This is an optimization exercise on Yosys and OpenROAD, whose aim is a short achievable clock period and few clock cycles, not a production implementation. Function was checked by simulation only, so behaviour that the tests miss may differ from the original. Power and IR drop assume default switching activity.

the baseline:
==> flow/design.v (excerpt) <==
module cpu
(
    input clk,
    input rst,
    output logic read_a,
    output logic [31:0] address_a,
    input logic resp_a,
    input logic [31:0] rdata_a,
    output logic read_b,
    output logic write_b,
    output logic [3:0] wmask_b,
    output logic [31:0] address_b,
    output logic [31:0] wdata_b,
    input logic resp_b,
    input logic [31:0] rdata_b
);
Settings: LEC_CHECK=0, ABC_CLOCK_PERIOD_IN_PS=3000, CAP_MARGIN=35, CORE_MARGIN=2, CORE_UTILIZATION=40, SETUP_SLACK_MARGIN=5.0, SLEW_MARGIN=35; clock period 8.5 ns.
run.sh (not shown) runs the stock make flow with config.mk's settings and CLKGATE_MAP_FILE= SYNTH_SCRIPT=/design/flow/synth_recipe.tcl, a recipe that flattens the netlist after the stock synthesis.
Testbench counts of the baseline, summed over its fixed seeds: cycles 62,627.
Relative to the baseline, the following input files were edited for the candidate:
-- flow/design.v --
<<< the baseline, line 430
    input logic [31:0] rdata_b
);
localparam int BI = 5;           
localparam int BT = 4;           
localparam int NB = 1 << BI;
>>> the candidate, line 430
    input logic [31:0] rdata_b
);
localparam int BI = 4;           
localparam int BT = 4;           
localparam int NB = 1 << BI;
<<< the baseline, line 546
end
assign f_blk  = m_stl_r | f_h1 | f_h2 | stall_D | D_redir;
logic        f_bb, f_fr;
logic [12:0] f_lo;
logic [31:0] f_btgt;
assign f_bb    = (rdata_a[6:0] == 7'b1100011) & rdata_a[31];
assign f_lo    = fpc[12:0] + {rdata_a[31], rdata_a[7], rdata_a[30:25], rdata_a[11:8], 1'b0};
assign f_btgt  = {fpc[31:13], f_lo[12:0]};
assign f_fr    = f_bb & ~f_pt & ~f_dup;
assign f_norm  = f_blk ? f_norm1 : f_dup ? (D_pt ? D_ptgt : f_pc4) : f_pt ? f_tgt : f_fr ? f_btgt : f_pc4;
assign f_mis = E_mis & ~m_stl_r;
assign f_cpc = E_jvx ? {x_sum[31:1], 1'b0} : x_cond ? E_cT : E_cF;
>>> the candidate, line 546
end
assign f_blk  = m_stl_r | f_h1 | f_h2 | stall_D | D_redir;
assign f_norm = (f_pt & ~f_blk) ? f_tgt : f_norm1;
assign f_mis = E_mis & ~m_stl_r;
assign f_cpc = E_jvx ? {x_sum[31:1], 1'b0} : x_cond ? E_cT : E_cF;
<<< the baseline, line 606
                         : {{20{rdata_a[31]}}, rdata_a[7], rdata_a[30:25], rdata_a[11:8], 1'b0};
        D_pc   <= fpc;
        D_pt   <= f_pt | (f_fr & ~f_h2);
        D_phit <= f_hit;
        D_pctr <= bctr[f_idx];
        D_ptgt <= f_pt ? f_tgt : f_btgt;
    end
end
>>> the candidate, line 599
                         : {{20{rdata_a[31]}}, rdata_a[7], rdata_a[30:25], rdata_a[11:8], 1'b0};
        D_pc   <= fpc;
        D_pt   <= f_pt;
        D_phit <= f_hit;
        D_pctr <= bctr[f_idx];
        D_ptgt <= f_tgt;
    end
end
[summary]
Comparing the candidate and the baseline, total area of sequential cells is lower on the candidate.
Compared to the baseline, the router laid down less metal wire for the candidate.
Per the comparison of the candidate with the baseline, vias after detailed routing lost 14%, post-synthesis share of cell area spent on xor and xnor gates went down, portion of netlist area occupied by mux cells rose by 1.8 points, sequential cell count fell 310, clock share of power went down by 0.3 points.
Lower final-layout worst hold slack goes to the candidate over the baseline.
Looking at the candidate and the baseline, the highest ir drop seen on vdd is a wash.
For overall power, dividing the value from the candidate by the value from the baseline gives 0.877.
Testbench counts of the candidate, summed over its fixed seeds: cycles 63,291.


== JK ==
Another version of the RTL of cpu (not shown whole).
Size in the first run: roughly 170 I/O pins, about 120000 um^2 of cells after synthesis.
Settings: LEC_CHECK=0, ABC_CLOCK_PERIOD_IN_PS=3000, CAP_MARGIN=35, CORE_MARGIN=2, CORE_UTILIZATION=40, SETUP_SLACK_MARGIN=5.0, SLEW_MARGIN=35; clock period 8.5 ns.
Testbench counts of JK, summed over its fixed seeds: cycles 63,157.
The inputs of MS differ from those of JK as listed below.
--- a/flow/design.v
+++ b/flow/design.v
@@ -423,19 +423,19 @@
     input logic [31:0] rdata_a,
     output logic read_b,
     output logic write_b,
     output logic [3:0] wmask_b,
     output logic [31:0] address_b,
     output logic [31:0] wdata_b,
     input logic resp_b,
     input logic [31:0] rdata_b
 );
-localparam int BI = 5;           
+localparam int BI = 4;           
 localparam int BT = 4;           
 localparam int NB = 1 << BI;
 localparam int BH = 13;          
 assign read_a = 1'b1;
 function automatic logic [31:0] ks_add(input logic [31:0] a, input logic [31:0] b, input logic cin);
     logic [31:0] g, p, gg, pp;
     g = a & b;
     p = a ^ b;
     gg = g;
@@ -539,19 +539,26 @@
         f_norm1 = D_pc;
     else if (f_h2 || stall_D)
         f_norm1 = fpc;
     else if (D_redir)
         f_norm1 = D_rtgt;
     else
         f_norm1 = f_pc4;
 end
 assign f_blk  = m_stl_r | f_h1 | f_h2 | stall_D | D_redir;
-assign f_norm = (f_pt & ~f_blk) ? f_tgt : f_norm1;
+logic        f_bb, f_fr;
+logic [12:0] f_lo;
+logic [31:0] f_btgt;
+assign f_bb    = (rdata_a[6:0] == 7'b1100011) & rdata_a[31];
+assign f_lo    = fpc[12:0] + {rdata_a[31], rdata_a[7], rdata_a[30:25], rdata_a[11:8], 1'b0};
+assign f_btgt  = {fpc[31:13], f_lo[12:0]};
+assign f_fr    = f_bb & ~f_pt & ~f_dup;
+assign f_norm  = f_blk ? f_norm1 : f_dup ? (D_pt ? D_ptgt : f_pc4) : f_pt ? f_tgt : f_fr ? f_btgt : f_pc4;
 assign f_mis = E_mis & ~m_stl_r;
 assign f_cpc = E_jvx ? {x_sum[31:1], 1'b0} : x_cond ? E_cT : E_cF;
 always_ff @(posedge clk) begin
     if (rst)
         fpc <= 32'd0;
     else
         fpc <= f_mis ? f_cpc : f_norm;
 end
 always_ff @(posedge clk) begin
@@ -592,22 +599,22 @@
         else if (!stall_D)
             D_v <= resp_a & ~D_redir & ~f_dup;
     end
     if (!stall_D && !f_h1) begin
         D_ir   <= rdata_a;
         D_bj   <= f_jal | (f_br & rdata_a[31]);
         D_immbj <= f_jal ? {{12{rdata_a[31]}}, rdata_a[19:12], rdata_a[20], rdata_a[30:21], 1'b0}
                          : {{20{rdata_a[31]}}, rdata_a[7], rdata_a[30:25], rdata_a[11:8], 1'b0};
         D_pc   <= fpc;
-        D_pt   <= f_pt;
+        D_pt   <= f_pt | (f_fr & ~f_h2);
         D_phit <= f_hit;
         D_pctr <= bctr[f_idx];
-        D_ptgt <= f_tgt;
+        D_ptgt <= f_pt ? f_tgt : f_btgt;
     end
 end
 logic [6:0] d_op;
 logic [2:0] d_f3;
 logic [4:0] d_rd, d_rs1, d_rs2;
 logic d_lui, d_auipc, d_jal, d_jalr, d_br, d_ld, d_st, d_opi, d_opr;
 logic d_wr, d_useA, d_useB;
 logic [31:0] d_immI, d_immS, d_immB, d_immU, d_immJ, d_imm;
 assign d_op  = D_ir[6:0];
Notes after the runs:
Of JK and MS, the run reporting the higher worst hold slack after final layout was JK.
Summary — number of nets in the layout, MS relative to JK: lower, by about 3.6%.
MS vs. JK: post-synthesis mux area share +1.7 points, post-DP HPWL -about 3.5%.
The insertion delay to the later sink of the worst-skew pair on MS is in line with that on JK.
[compare] base=JK new=MS: share of the final layout cell area in multi-input gates picked up an extra 2.5 points, met3 routed wirelength went down.
Total power ended up about 1.1% lower on MS than on JK.
Going from JK to MS, standard-cell row count lower, non-clock buffer count in the final layout up 84, post-route minimum period went up.
Testbench counts of MS, summed over its fixed seeds: cycles 62,627.

## port drivers added, routing unchanged
Ports are ideal in the flow. The routed layouts listed here were re-timed in OpenROAD.
Step 1 sets driving cells, clkbuf_16 on the clock port and buf_2 on the other inputs (assumed; they add their load-dependent delay and slew).
Step 2 times the ports against the registers' clock, not the clock port: input delays grow and output delays shrink by t, the midpoint of the rising clock arrivals with the driver on.
Slacks: ideal / step 1 / step 2; pairs: ideal / step 1.
run | shift t [ns] | setup slack, ns | clock arrival spread, ns | cell pins on the clock port's net
the baseline | 0.990 | 4.590 / 4.590 / 3.941 | 0.104 / 0.103 | 1
the candidate | 0.993 | 4.788 / 4.693 / 4.095 | 0.114 / 0.115 | 1
JK | 0.994 | 4.797 / 4.797 / 4.133 | 0.094 / 0.094 | 1
MS | 0.984 | 4.700 / 4.700 / 3.989 | 0.130 / 0.131 | 1
After both steps setup and hold are still met in every run listed. The setup slack of MS, which loses most, moves by 0.000 ns with the drivers and by -0.711 ns with both steps.
